Background: an optimization exercise with open tools, aiming at small area and a short achievable clock period. Do not read the settings as production practice. RTL that was checked went through simulation tests only; none was proved equivalent to the original. Power is estimated from default activity; no workload was simulated.

==> exp/fjord <==
==> flow/design.v (excerpt) <==
module Convolution(
    input clk,
    input rst_n,
    input in_valid,
    input weight_valid,
    input [7:0] In_IFM_1,
    input [7:0] In_IFM_2,
    input [7:0] In_IFM_3,
    input [7:0] In_IFM_4,
    input [7:0] In_IFM_5,
    input [7:0] In_IFM_6,
    input [7:0] In_IFM_7,
    input [7:0] In_IFM_8,
    input [7:0] In_IFM_9,
    input [7:0] In_Weight_1,
    input [7:0] In_Weight_2,
    input [7:0] In_Weight_3,
    input [7:0] In_Weight_4,
    input [7:0] In_Weight_5,
    input [7:0] In_Weight_6,
    input [7:0] In_Weight_7,
    input [7:0] In_Weight_8,
    input [7:0] In_Weight_9,
    output reg out_valid,
    output reg [20:0] Out_OFM
);
reg [7:0] xn1, wn1;
reg [7:0] xn2, wn2;
reg [7:0] xn3, wn3;
reg [7:0] xn4, wn4;
reg [7:0] xn5, wn5;
reg [7:0] xn6, wn6;
reg [7:0] xn7, wn7;
reg [7:0] xn8, wn8;
reg [7:0] xn9, wn9;
reg [8:0] sn1;   
reg [8:0] sn2;   
reg [8:0] sn3;   
reg [8:0] sn4;   
always @(posedge clk) begin
    xn1 <= In_IFM_1;
    xn2 <= In_IFM_2;
    xn3 <= In_IFM_3;
    xn4 <= In_IFM_4;
    xn5 <= In_IFM_5;
    xn6 <= In_IFM_6;
    xn7 <= In_IFM_7;
    xn8 <= In_IFM_8;
    xn9 <= In_IFM_9;
    if (weight_valid) begin
        wn1 <= In_Weight_1;
        wn2 <= In_Weight_2;
        wn3 <= In_Weight_3;
        wn4 <= In_Weight_4;
        wn5 <= In_Weight_5;
        wn6 <= In_Weight_6;
        wn7 <= In_Weight_7;
        wn8 <= In_Weight_8;
        wn9 <= In_Weight_9;
        sn1 <= {1'b0, In_Weight_1} + {1'b0, In_Weight_2};
        sn2 <= {1'b0, In_Weight_3} + {1'b0, In_Weight_4};
        sn3 <= {1'b0, In_Weight_5} + {1'b0, In_Weight_6};
        sn4 <= {1'b0, In_Weight_7} + {1'b0, In_Weight_8};
    end
end
reg [4:0] vpipe;
always @(posedge clk or negedge rst_n) begin
    if (!rst_n) begin
        vpipe <= 0;
        out_valid <= 1'b0;
    end else begin
        vpipe <= {vpipe[3:0], in_valid};
        out_valid <= vpipe[4];
    end
end
reg r0_0;
reg r0_1;
reg r0_2;
reg r0_3;
reg r0_4;
reg r0_5;
reg r0_6;
reg r0_7;
reg r0_8;
reg r0_9;
  ...
==> flow/config.mk <==
export PLATFORM = sky130hd
export DESIGN_NAME = Convolution
export DESIGN_NICKNAME = Convolution
export VERILOG_FILES = /design/flow/design.v
export SDC_FILE = /design/flow/constraint.sdc
export NUM_CORES = 4
export LEC_CHECK = 0
export CAP_MARGIN = 20
export CORE_MARGIN = 2
export CORE_UTILIZATION = 60
export CTS_CLUSTER_DIAMETER = 60
export CTS_CLUSTER_SIZE = 22
export PLACE_DENSITY = 0.7
export SETUP_SLACK_MARGIN = 3.25
export SLEW_MARGIN = 20
export SYNTH_HIERARCHICAL = 1
export SYNTH_MINIMUM_KEEP_SIZE = 0
==> flow/constraint.sdc <==
create_clock -name core_clock -period 5.5 [get_ports {clk}]
set_input_delay 1.1000 -clock core_clock [delete_from_list [all_inputs] [get_ports {clk}]]
set_output_delay 1.1000 -clock core_clock [all_outputs]
set_load 0.01 [all_outputs]
standard.sh (not shown) runs the stock make flow with config.mk's settings and CLKGATE_MAP_FILE= SYNTH_SCRIPT=/design/flow/synth_recipe.tcl, a recipe that flattens the netlist after the stock synthesis.
==> flow/flow/run.sh <==
#!/bin/bash
# Standard ORFS layout, with plain buf_1 cells as the port buffers (the resizer
# may upsize them) instead of the delay-buffer cells buffer_ports picks itself,
# and clock tree synthesis without dummy loads.
set -euo pipefail
bash standard.sh finish \
  "BUFFER_PORTS_ARGS=-buffer_cell sky130_fd_sc_hd__buf_1" \
  "CTS_ARGS=-sink_clustering_enable -repair_clock_nets -sink_clustering_size 22 -sink_clustering_max_diameter 60 -dont_use_dummy_load" \
  > orfs_flow.log 2>&1
==> exp/umber (differences from exp/fjord) <==
ABC_CLOCK_PERIOD_IN_PS = 1500   (was default)
CORE_UTILIZATION = 45   (was 60)
CTS_CLUSTER_DIAMETER = default   (was 60)
CTS_CLUSTER_SIZE = default   (was 22)
PLACE_DENSITY = 0.6   (was 0.7)
==> qor summary <==
quantity                                                                 exp/umber        exp/fjord
Run status                                        no timing/DRC/antenna violations  no timing/DRC/antenna violations
Stages on worst setup path                                                       3                4
Transition time at the pin with the least slew margin                      1180 ps          1180 ps
Clock latency reported for the late side of the worst-skew pair             620 ps           590 ps
Met3 routed WL                                                        7370 microns     8430 microns
Placed Cells                                                                 2,392            2,221
Via count of the first global-routing pass                                  15,600           16,000
Number of signal-net buffers in the layout                                     213              199
Area of the core                                                      52,300 sq um     38,800 sq um
Total number of placement rows                                                  84               72
Final Cell Area                                                       27,000 sq um     26,500 sq um
Number of antenna violations at the first check in global routing                2                0
Combined area of the multi-input logic cells                          12,100 sq um     12,100 sq um
Fin util                                                                     51.6%            68.3%
Count of clock buffers in the final design                                      42               37
Worst VDD drop                                                              252 uV           295 uV
Detailed-route wire length per cell                                   30.0 microns     31.6 microns
Worst hold-check slack                                                      319 ps           330 ps
Global-route wire length before repair                             107,000 microns  105,000 microns
Initial core utilization                                                     45.3%            61.1%
Relative contribution of sequential cells to total power                     45.4%            45.5%
GRT Util Overall                                                             27.6%            35.7%
No functional check of the RTL was part of any run of this note.


==> 12-05: inputs <==
Convolution, a different RTL version from the one above (not shown whole).
make LEC_CHECK=0 CAP_MARGIN=20 CORE_MARGIN=2 CORE_UTILIZATION=40 SETUP_SLACK_MARGIN=3.6 SLEW_MARGIN=20 SYNTH_HIERARCHICAL=1 SYNTH_MINIMUM_KEEP_SIZE=0 finish   # period 5.5 ns
run.sh (not shown) runs the stock make flow with config.mk's settings and CLKGATE_MAP_FILE= SYNTH_SCRIPT=/design/flow/synth_recipe.tcl, a recipe that flattens the netlist after the stock synthesis.
Stock flow here: none of the scripts above is used.
==> inputs of 01-15, as changes to 12-05 <==
--- a/flow/config.mk
+++ b/flow/config.mk
@@ -8,7 +8,6 @@
 export CAP_MARGIN = 20
 export CORE_MARGIN = 2
 export CORE_UTILIZATION = 40
-export SETUP_SLACK_MARGIN = 3.6
 export SLEW_MARGIN = 20
 export SYNTH_HIERARCHICAL = 1
 export SYNTH_MINIMUM_KEEP_SIZE = 0
==> run summary <==
* Met2 usage at 39.9%
* Status: no timing/DRC/antenna violations
* FMAX at 352 MHz
* Clock Skew at 0.0369 ns
* Clock buffer count from CTS at 56
* Switching power as a share of total power at 35.6%
* Commonest non-fill, non-tap cells in the layout: nor2_1, fa_1, dfxtp_1
* Worst-margin pin slew at 0.910 ns
* HP Start: r1_4
* Final #Nets at 2782
* Number of global-route vias before repair at 16773
* Slowest-stage cell, CP: dfxtp_1
* Top power group: sequential cells
* Later-pin clock latency in the skew report at 0.64 ns
That was 01-15.
==> run summary <==
* HP Start: r2_7
* HP Class: reg -> reg
* Commonest non-fill, non-tap cells in the layout: fa_2, dfxtp_1, nor2_2
* Status: no timing/DRC/antenna violations
* Post-synth EDFFs at 72
* Met2 routed WL at 39.3 mm
* FMAX at 434 MHz
* Worst-margin pin slew at 0.557 ns
* Worst Hold End: r3_7
* Clock buffer count from CTS at 55
* Switching power as a share of total power at 35.5%
* Final #Nets at 2927
* Number of global-route vias before repair at 17407
* Synth top area cells: fa_1, dfxtp_1, nor2_1
* Slowest-stage cell, CP: fa_2
* Gr usage total at 24.6%
* Most numerous cell in the Yosys netlist: nor2_1
* Gate power share at 40.0%
* Clock Skew at 0.0194 ns
* Die height at 257 microns
That was 12-05.
Function was not checked in any run of this note: the RTL went through the layout flow alone.


==> build 40: inputs <==
Another version of the RTL of Convolution (not shown whole).
==> flow/config.mk <==
export PLATFORM = sky130hd
export DESIGN_NAME = Convolution
export DESIGN_NICKNAME = Convolution
export VERILOG_FILES = /design/flow/design.v
export SDC_FILE = /design/flow/constraint.sdc
export NUM_CORES = 4
export LEC_CHECK = 0
export CAP_MARGIN = 20
export CORE_MARGIN = 2
export CORE_UTILIZATION = 60
export PLACE_DENSITY = 0.7
export SETUP_SLACK_MARGIN = 3.25
export SLEW_MARGIN = 20
export SYNTH_HIERARCHICAL = 1
export SYNTH_MINIMUM_KEEP_SIZE = 0
==> flow/constraint.sdc <==
create_clock -name core_clock -period 5.5 [get_ports {clk}]
set_input_delay 1.1000 -clock core_clock [delete_from_list [all_inputs] [get_ports {clk}]]
set_output_delay 1.1000 -clock core_clock [all_outputs]
set_load 0.01 [all_outputs]
standard.sh (not shown) runs the stock make flow with config.mk's settings and CLKGATE_MAP_FILE= SYNTH_SCRIPT=/design/flow/synth_recipe.tcl, a recipe that flattens the netlist after the stock synthesis.
==> flow/flow/run.sh <==
#!/bin/bash
# Standard ORFS layout, with plain buf_1 cells as the port buffers (the resizer
# may upsize them) instead of the delay-buffer cells buffer_ports picks itself,
# and clock tree synthesis without dummy loads, on clkbuf_8 cells in
# smaller sink clusters.
set -euo pipefail
bash standard.sh finish \
  "BUFFER_PORTS_ARGS=-buffer_cell sky130_fd_sc_hd__buf_1" \
  "CTS_ARGS=-sink_clustering_enable -repair_clock_nets -sink_clustering_size 16 -sink_clustering_max_diameter 50 -dont_use_dummy_load -buf_list sky130_fd_sc_hd__clkbuf_8" \
  > orfs_flow.log 2>&1
==> trial 68 (differences from build 40) <==
==> flow/flow/run.sh (replaced) <==
#!/bin/bash
# Standard ORFS layout, with plain buf_1 cells as the port buffers (the resizer
# may upsize them) instead of the delay-buffer cells buffer_ports picks itself.
set -euo pipefail
bash standard.sh finish "BUFFER_PORTS_ARGS=-buffer_cell sky130_fd_sc_hd__buf_1" > orfs_flow.log 2>&1
--- a/flow/config.mk
+++ b/flow/config.mk
@@ -8,6 +8,5 @@
 export CAP_MARGIN = 20
 export CORE_MARGIN = 2
-export CORE_UTILIZATION = 60
-export PLACE_DENSITY = 0.7
+export CORE_UTILIZATION = 40
 export SETUP_SLACK_MARGIN = 3.25
 export SLEW_MARGIN = 20
==> qor summary <==
| metric | trial 68 | build 40 |
|---|---|---|
| Fraction of area in non-clock buffers | 0.02136 | 0.02392 |
| Placement-stage worst setup slack | 2975 ps | 2988 ps |
| Crit. Startpoint | Out_OFM[17] | out_valid |
| Clock H-tree levels | 3 | 2 |
| Crit-path slowest cell | dfxtp_1 | dfrtp_1 |
| Final nets | 2736 | 2720 |
| Via count of the first global-routing pass | 16900 | 16590 |
| Run status | no timing/DRC/antenna violations | no timing/DRC/antenna violations |
| Met1 Resource Use GR | 0.2890 | 0.4147 |
| Core Rows | 94 | 77 |
| Arrival @ worst endpoint | 1080 ps | 1120 ps |
| Clk network pwr share | 0.266 | 0.148 |
| Time the final worst path needs with I/O delays and setup | 2181 ps | 2220 ps |
| Ratio of cells with drive above 1 in the final layout | 0.05863 | 0.03877 |
| Pwr per Cell Area | 568.9 nW/um2 | 516.9 nW/um2 |
| Leakage power of the design | 10.92 nW | 10.21 nW |


==> tundra <==
Convolution, a different RTL version from the one above (not shown whole).
Design Convolution, start of the top module:
module Convolution(
    input clk,
    input rst_n,
    input in_valid,
    input weight_valid,
    input [7:0] In_IFM_1,
    input [7:0] In_IFM_2,
    input [7:0] In_IFM_3,
    input [7:0] In_IFM_4,
    input [7:0] In_IFM_5,
    input [7:0] In_IFM_6,
    input [7:0] In_IFM_7,
    input [7:0] In_IFM_8,
    input [7:0] In_IFM_9,
    input [7:0] In_Weight_1,
    input [7:0] In_Weight_2,
    input [7:0] In_Weight_3,
    input [7:0] In_Weight_4,
    input [7:0] In_Weight_5,
    input [7:0] In_Weight_6,
    input [7:0] In_Weight_7,
    input [7:0] In_Weight_8,
    input [7:0] In_Weight_9,
    output reg out_valid,
    output reg [20:0] Out_OFM
);
clock: 5.5 ns
lec_check: 0
abc_clock_period_in_ps: 1500
cap_margin: 20
core_margin: 2
core_utilization: 50
place_density: 0.65
setup_slack_margin: 3.25
slew_margin: 60
synth_hierarchical: 1
synth_minimum_keep_size: 0
==> flow/flow/run.sh <==
#!/bin/bash
# Standard ORFS layout, with plain buf_1 cells as the port buffers (the resizer
# may upsize them) instead of the delay-buffer cells buffer_ports picks itself,
# and clock tree synthesis without dummy loads.
set -euo pipefail
bash standard.sh finish \
  "BUFFER_PORTS_ARGS=-buffer_cell sky130_fd_sc_hd__buf_1" \
  "CTS_ARGS=-sink_clustering_enable -repair_clock_nets -sink_clustering_size 22 -sink_clustering_max_diameter 60 -dont_use_dummy_load" \
  > orfs_flow.log 2>&1
==> violet (differences from tundra) <==
--- a/flow/design.v
+++ b/flow/design.v
@@ -31,15 +31,23 @@
 reg [7:0] xn5, wn5;
 reg [7:0] xn6, wn6;
 reg [7:0] xn7, wn7;
 reg [7:0] xn8, wn8;
 reg [7:0] xn9, wn9;
 reg [8:0] sn1;   
+wire [8:0] ssum1;
+kadd8 us1 (.a(In_Weight_1), .b(In_Weight_2), .s(ssum1));
 reg [8:0] sn2;   
+wire [8:0] ssum2;
+kadd8 us2 (.a(In_Weight_3), .b(In_Weight_4), .s(ssum2));
 reg [8:0] sn3;   
+wire [8:0] ssum3;
+kadd8 us3 (.a(In_Weight_5), .b(In_Weight_6), .s(ssum3));
 reg [8:0] sn4;   
+wire [8:0] ssum4;
+kadd8 us4 (.a(In_Weight_7), .b(In_Weight_8), .s(ssum4));
 always @(posedge clk) begin
     xn1 <= In_IFM_1;
     xn2 <= In_IFM_2;
     xn3 <= In_IFM_3;
     xn4 <= In_IFM_4;
     xn5 <= In_IFM_5;
@@ -54,16 +62,16 @@
         wn4 <= In_Weight_4;
         wn5 <= In_Weight_5;
         wn6 <= In_Weight_6;
         wn7 <= In_Weight_7;
         wn8 <= In_Weight_8;
         wn9 <= In_Weight_9;
-        sn1 <= {1'b0, In_Weight_1} + {1'b0, In_Weight_2};
-        sn2 <= {1'b0, In_Weight_3} + {1'b0, In_Weight_4};
-        sn3 <= {1'b0, In_Weight_5} + {1'b0, In_Weight_6};
-        sn4 <= {1'b0, In_Weight_7} + {1'b0, In_Weight_8};
+        sn1 <= ssum1;
+        sn2 <= ssum2;
+        sn3 <= ssum3;
+        sn4 <= ssum4;
     end
 end
 reg [4:0] vpipe;
 always @(posedge clk or negedge rst_n) begin
     if (!rst_n) begin
         vpipe <= 0;
@@ -1606,6 +1614,63 @@
 assign s = a ^ b ^ c;
 assign co = (a & b) | (a & c) | (b & c);
 endmodule
 module sel3(input a1, input a2, input b1, input b2, input c1, input c2, output y);
 assign y = ~((a1 & a2) | (b1 & b2) | (c1 & c2));
 endmodule
+module kadd8(input [7:0] a, input [7:0] b, output [8:0] s);
+wire [7:0] g0, p0;
+wire [7:0] g1, p1;
+wire [7:0] g2, p2;
+wire [7:0] g3, p3;
+assign g0 = a & b;
+assign p0 = a ^ b;
+assign g1[0] = g0[0];
+assign p1[0] = p0[0];
+assign g1[1] = g0[1] | (p0[1] & g0[0]);
+assign p1[1] = p0[1] & p0[0];
+assign g1[2] = g0[2] | (p0[2] & g0[1]);
+assign p1[2] = p0[2] & p0[1];
+assign g1[3] = g0[3] | (p0[3] & g0[2]);
+assign p1[3] = p0[3] & p0[2];
+assign g1[4] = g0[4] | (p0[4] & g0[3]);
+assign p1[4] = p0[4] & p0[3];
+assign g1[5] = g0[5] | (p0[5] & g0[4]);
+assign p1[5] = p0[5] & p0[4];
+assign g1[6] = g0[6] | (p0[6] & g0[5]);
+assign p1[6] = p0[6] & p0[5];
+assign g1[7] = g0[7] | (p0[7] & g0[6]);
+assign p1[7] = p0[7] & p0[6];
+assign g2[0] = g1[0];
+assign p2[0] = p1[0];
+assign g2[1] = g1[1];
+assign p2[1] = p1[1];
+assign g2[2] = g1[2] | (p1[2] & g1[0]);
+assign p2[2] = p1[2] & p1[0];
+assign g2[3] = g1[3] | (p1[3] & g1[1]);
+assign p2[3] = p1[3] & p1[1];
+assign g2[4] = g1[4] | (p1[4] & g1[2]);
+assign p2[4] = p1[4] & p1[2];
+assign g2[5] = g1[5] | (p1[5] & g1[3]);
+assign p2[5] = p1[5] & p1[3];
+assign g2[6] = g1[6] | (p1[6] & g1[4]);
+assign p2[6] = p1[6] & p1[4];
+assign g2[7] = g1[7] | (p1[7] & g1[5]);
+assign p2[7] = p1[7] & p1[5];
+assign g3[0] = g2[0];
+assign p3[0] = p2[0];
+assign g3[1] = g2[1];
+assign p3[1] = p2[1];
+assign g3[2] = g2[2];
+assign p3[2] = p2[2];
+assign g3[3] = g2[3];
+assign p3[3] = p2[3];
+assign g3[4] = g2[4] | (p2[4] & g2[0]);
+assign p3[4] = p2[4] & p2[0];
+assign g3[5] = g2[5] | (p2[5] & g2[1]);
+assign p3[5] = p2[5] & p2[1];
+assign g3[6] = g2[6] | (p2[6] & g2[2]);
+assign p3[6] = p2[6] & p2[2];
+assign g3[7] = g2[7] | (p2[7] & g2[3]);
+assign p3[7] = p2[7] & p2[3];
+assign s = {g3[7], p0 ^ {g3[6:0], 1'b0}};
+endmodule
==> flow/flow/run.sh (replaced) <==
#!/bin/bash
# Standard ORFS layout, with plain buf_1 cells as the port buffers (the resizer
# may upsize them) instead of the delay-buffer cells buffer_ports picks itself,
# and clock tree synthesis without dummy loads, on clkbuf_8 cells in
# smaller sink clusters.
set -euo pipefail
bash standard.sh finish \
  "BUFFER_PORTS_ARGS=-buffer_cell sky130_fd_sc_hd__buf_1" \
  "CTS_ARGS=-sink_clustering_enable -repair_clock_nets -sink_clustering_size 16 -sink_clustering_max_diameter 50 -dont_use_dummy_load -buf_list sky130_fd_sc_hd__clkbuf_8" \
  > orfs_flow.log 2>&1
- CORE_UTILIZATION: 50 -> 45
- PLACE_DENSITY: 0.65 -> 0.6
- SETUP_SLACK_MARGIN: 3.25 -> 3.35
==> results.py <==
metrics = {
    "pwr": {
        "ir_worst_vdd_mv": 0.254,
    },
    "sta": {
        "worst_slack_ns": 3.28,
        "fmax_mhz": 450,
        "fin_hold_ws_ns": 0.324,
    },
    "final_layout": {
        "multi_input_area_mm2": 0.0120,
        "clkbuf_count": 41,
        "fin_area_mm2": 0.0278,
        "multi_input_area_share_pct": 43.1,
    },
    "worst_hold_path": {
        "hold_depth": 0,
    },
    "critical_path": {
        "startpoint": "In_Weight_5[0]",
    },
    "floorplanning": {
        "core_mm2": 0.0487,
        "taps": 664,
    },
    "clock_tree": {
        "cts.repair.resized": 3,
    },
    "status": {
        "status": "no timing/DRC/antenna violations",
    },
    "placed_design": {
        "placed_area_mm2": 0.0265,
    },
    "route": {
        "wirelength_mm": 73.7,
    },
    "synthesis": {
        "syn_area_per_cell_um2": 15.4,
    },
}
-- figures above: tundra

==> results.py <==
metrics = {
    "status": {
        "status": "no timing/DRC/antenna violations",
    },
    "route": {
        "wirelength_mm": 75.3,
    },
    "synthesis": {
        "syn_area_per_cell_um2": 15.3,
    },
    "pwr": {
        "ir_worst_vdd_mv": 0.211,
    },
    "clock_tree": {
        "cts.repair.resized": 23,
    },
    "sta": {
        "fin_hold_ws_ns": 0.255,
        "fmax_mhz": 440,
    },
    "final_layout": {
        "multi_input_area_mm2": 0.0120,
        "multi_input_area_share_pct": 43.4,
    },
    "floorplanning": {
        "core_mm2": 0.0548,
    },
}
-- figures above: violet

No run of this note included a check of the RTL's function; only the layout flow was run.

## port drivers added, routing unchanged
Ports are ideal in the flow. The routed layouts listed here were re-timed in OpenROAD. Step 1: set_driving_cell puts a clkbuf_16 on clk and a buf_2 on each other input, an assumption about the parent block. Step 2 moves the port delays by t, midway between the first and last clock arrival at a register: inputs arrive t later, outputs are due t later. That takes back most of the time a late clock gives input paths. Slacks: ideal ports / drivers / drivers and shift; pairs: ideal ports / drivers.
run	t, ns	setup WS [ns]	worst setup path after step 2	latest minus earliest clock arrival (ns)	worst data-port slew with drivers (ns)
exp/fjord	0.605	2.994 / 2.994 / 2.654	input to register	0.079 / 0.078	0.05
exp/umber	0.629	3.069 / 3.069 / 2.700	input to register	0.104 / 0.103	0.06
12-05	0.666	3.198 / 3.198 / 3.149	input to register	0.020 / 0.020	0.05
01-15	0.686	2.660 / 2.660 / 2.660	register to register	0.039 / 0.039	0.07
build 40	0.718	3.280 / 3.226 / 2.993	input to register	0.054 / 0.055	0.04
trial 68	0.651	3.319 / 3.264 / 2.955	input to register	0.034 / 0.033	0.08
tundra	0.631	3.280 / 3.299 / 2.668	input to register	0.068 / 0.068	0.05
violet	0.718	3.227 / 3.171 / 2.806	input to register	0.096 / 0.097	0.05
After both steps every run listed still meets setup and hold. For tundra, which loses most, drivers alone change the setup slack by +0.019 ns; drivers and shift together by -0.612 ns.
